What follows belongs to an exercise in optimizing a design on an open flow for small area, a short achievable clock period and few clock cycles; a production flow would make more cautious choices. Only simulation tests tie the RTL to the original design; equivalence was not proved. Power is estimated from default activity; no workload was simulated.

// hsid_main
module hsid_main #(
    parameter WORD_WIDTH = 32,
    parameter DATA_WIDTH = 16,
    parameter DATA_WIDTH_MUL = 32,
    parameter DATA_WIDTH_ACC = 40,
    parameter BUFFER_WIDTH = 2,
    parameter HSP_BANDS_WIDTH = 7,
    parameter HSP_LIBRARY_WIDTH = 6
  ) (
    input logic clk,
    input logic rst_n,
    input logic clear,
    input logic band_data_in_valid,
    input logic [WORD_WIDTH-1:0] band_data_in,
    input logic [HSP_LIBRARY_WIDTH-1:0] hsp_library_size_in,
    input logic [HSP_BANDS_WIDTH-1:0] hsp_bands_in,
    output logic [HSP_LIBRARY_WIDTH-1:0] mse_min_ref,
    output logic [HSP_LIBRARY_WIDTH-1:0] mse_max_ref,
    output logic [WORD_WIDTH-1:0] mse_min_value,
    output logic [WORD_WIDTH-1:0] mse_max_value,
    input logic start,
    output logic done,
    output logic idle,
    output logic ready,
    output logic error,
    output logic cancelled
  );
Size: ~130 I/O pins.
Settings: LEC_CHECK=0, ABC_CLOCK_PERIOD_IN_PS=2500, CAP_MARGIN=20, CORE_MARGIN=2, CORE_UTILIZATION=70, CTS_CLUSTER_DIAMETER=100, CTS_CLUSTER_SIZE=30, SLEW_MARGIN=20; clock period 10.0 ns.
standard.sh (not shown) runs the stock make flow with config.mk's settings and CLKGATE_MAP_FILE= SYNTH_SCRIPT=/design/flow/synth_recipe.tcl, a recipe that flattens the netlist after the stock synthesis.
==> flow/flow/run.sh <==
#!/bin/bash
# The standard layout, with timing repair aimed at a shorter period than the
# 10 ns constraint (setup margin), faster port buffers and free gate sizing.
# Between synthesis and floorplan, inverters around full adders are reduced
# (flow/bubble.py); the result is checked for equivalence with Yosys and
# dropped if the check fails.
set -o pipefail
ARGS=(SETUP_SLACK_MARGIN=7.0 MATCH_CELL_FOOTPRINT=0 "BUFFER_PORTS_ARGS=-buffer_cell sky130_fd_sc_hd__buf_2")
bash standard.sh "${ARGS[@]}" synth > synth.log 2>&1 || exit 1
R=orfs/results/sky130hd/hsid_main/base
mkdir -p bub
cp $R/1_synth.odb bub/1_synth_std.odb
( cd bub
  ODB_IN=1_synth_std.odb DUMP_OUT=dump.txt openroad -no_init -exit ../flow/dump.tcl > dump.log 2>&1 &&
  python3 ../flow/bubble.py dump.txt edits.tcl > bubble.log 2>&1 &&
  ODB_IN=1_synth_std.odb EDITS=edits.tcl ODB_OUT=1_synth_bub.odb V_OUT=gate_raw.v \
    openroad -no_init -exit ../flow/apply.tcl > apply.log 2>&1 &&
  ODB_IN=1_synth_std.odb openroad -no_init -exit <(echo 'read_db $::env(ODB_IN); write_verilog gold_raw.v') > gold.log 2>&1 &&
  sed 's/^module hsid_main/module gold/' gold_raw.v > gold.v &&
  sed 's/^module hsid_main/module gate/' gate_raw.v > gate.v &&
  timeout 1200 yosys -q ../flow/eq.ys > eq.log 2>&1 && echo EQUIV_OK >> eq.log
) 
if grep -q EQUIV_OK bub/eq.log 2>/dev/null; then
  cp bub/1_synth_bub.odb $R/1_synth.odb
  echo "bubble: applied" > bub/result.log
else
  echo "bubble: not applied" > bub/result.log
fi
touch $R/1_synth.odb; touch $R/1_synth.sdc
bash standard.sh "${ARGS[@]}" finish > flow.log 2>&1
Other scripts of this flow, unchanged in this note and not shown: flow/flow/apply.tcl, flow/flow/bubble.py, flow/flow/dump.tcl, flow/flow/eq.ys
Testbench counts at the start, summed over its fixed seeds: cycles 85,157.
Rerun with:
Settings changed: CORE_UTILIZATION 70 to 65.
Result: First-iteration DRC count shrinks by 13%; power grows by 0.34%; die area grows by 7.6%; synthesized area does not change; wire length shrinks by 4.8%; fmax shrinks by 0.49%; via count shrinks by 1.1%.
Rerun with:
--- a/flow/flow/run.sh
+++ b/flow/flow/run.sh
@@ -6,5 +6,5 @@
 # dropped if the check fails.
 set -o pipefail
-ARGS=(SETUP_SLACK_MARGIN=7.0 MATCH_CELL_FOOTPRINT=0 "BUFFER_PORTS_ARGS=-buffer_cell sky130_fd_sc_hd__buf_2")
+ARGS=(SETUP_SLACK_MARGIN=6.8 MATCH_CELL_FOOTPRINT=0 "BUFFER_PORTS_ARGS=-buffer_cell sky130_fd_sc_hd__buf_2")
 bash standard.sh "${ARGS[@]}" synth > synth.log 2>&1 || exit 1
 R=orfs/results/sky130hd/hsid_main/base
Settings changed: CORE_UTILIZATION 65 to 70.
Result: The changed run went through all stages and came out clean; die area came out lower by a little under a tenth; register-to-register slack is worse by 220 ps; final cell count drops by a few percent.
Rerun with:
--- a/flow/flow/run.sh
+++ b/flow/flow/run.sh
@@ -6,5 +6,5 @@
 # dropped if the check fails.
 set -o pipefail
-ARGS=(SETUP_SLACK_MARGIN=6.8 MATCH_CELL_FOOTPRINT=0 "BUFFER_PORTS_ARGS=-buffer_cell sky130_fd_sc_hd__buf_2")
+ARGS=(SETUP_SLACK_MARGIN=6.9 MATCH_CELL_FOOTPRINT=0 "BUFFER_PORTS_ARGS=-buffer_cell sky130_fd_sc_hd__buf_2")
 bash standard.sh "${ARGS[@]}" synth > synth.log 2>&1 || exit 1
 R=orfs/results/sky130hd/hsid_main/base
The new run finished with timing, DRC and antenna clean.
Power hardly moves.
Routed wire length hardly moves.
Utilization barely changes.
Global-route usage barely changes.
Combinational power barely changes.
Maximum frequency is about the same.
Non-clock buffer count increases by 3.
Setup slack is about the same.
Area after synthesis stays the same.
Cell count stays flat.
Die area does not change.
Rerun with:
--- a/flow/flow/run.sh
+++ b/flow/flow/run.sh
@@ -6,5 +6,5 @@
 # dropped if the check fails.
 set -o pipefail
-ARGS=(SETUP_SLACK_MARGIN=6.9 MATCH_CELL_FOOTPRINT=0 "BUFFER_PORTS_ARGS=-buffer_cell sky130_fd_sc_hd__buf_2")
+ARGS=(SETUP_SLACK_MARGIN=7.3 MATCH_CELL_FOOTPRINT=0 "BUFFER_PORTS_ARGS=-buffer_cell sky130_fd_sc_hd__buf_2")
 bash standard.sh "${ARGS[@]}" synth > synth.log 2>&1 || exit 1
 R=orfs/results/sky130hd/hsid_main/base
What happened:
- cell area went up by about 2.4%
- synthesized cell count stays the same
- via count is higher by about 2.3%
- sequential cell count is unchanged
- wire length went up by about 4%
- global-route usage is higher by 0.83 points
Rerun with:
--- a/flow/flow/run.sh
+++ b/flow/flow/run.sh
@@ -6,5 +6,5 @@
 # dropped if the check fails.
 set -o pipefail
-ARGS=(SETUP_SLACK_MARGIN=7.3 MATCH_CELL_FOOTPRINT=0 "BUFFER_PORTS_ARGS=-buffer_cell sky130_fd_sc_hd__buf_2")
+ARGS=(SETUP_SLACK_MARGIN=7.0 MATCH_CELL_FOOTPRINT=0 "BUFFER_PORTS_ARGS=-buffer_cell sky130_fd_sc_hd__buf_2")
 bash standard.sh "${ARGS[@]}" synth > synth.log 2>&1 || exit 1
 R=orfs/results/sky130hd/hsid_main/base
Settings changed: ABC_CLOCK_PERIOD_IN_PS 2500 to 3500.
Die area stays the same.
Synthesized cell count does not change.
Non-clock buffer count went down by 98.
Critical path depth is unchanged.
Sequential power is about the same.
Fmax is about the same.

## port drivers added, routing unchanged
The flow's constraints put no driver on any port. The routed layouts listed below were extracted and timed again, unchanged, in two steps.
Step 1: set_driving_cell puts a clkbuf_16 on clk and a buf_2 on each other input, an assumption about the parent block.
Step 2 adds t to the input delays and takes it off the output delays; t is the mean of the earliest and latest rising clock arrival at the registers after step 1. Input paths then give back, and output paths get back, about the clock's delay inside the block.
a / b / c = ideal / step 1 / step 2; a / b = the first two.
run	t, ns	setup slack, ns	cell pins on the clock port's net
the first run	0.777	6.648 / 6.575 / 6.477	1
the second run	0.786	6.632 / 6.556 / 6.388	1
the third run	0.778	6.626 / 6.550 / 6.339	1
the fourth run	0.779	6.623 / 6.548 / 6.344	1
the fifth run	0.772	6.655 / 6.582 / 6.632	1
the sixth run	0.777	6.648 / 6.575 / 6.477	1
After both steps setup and hold are still met in every run listed. For the third run, which loses most, drivers alone change the setup slack by -0.076 ns; drivers and shift together by -0.287 ns.
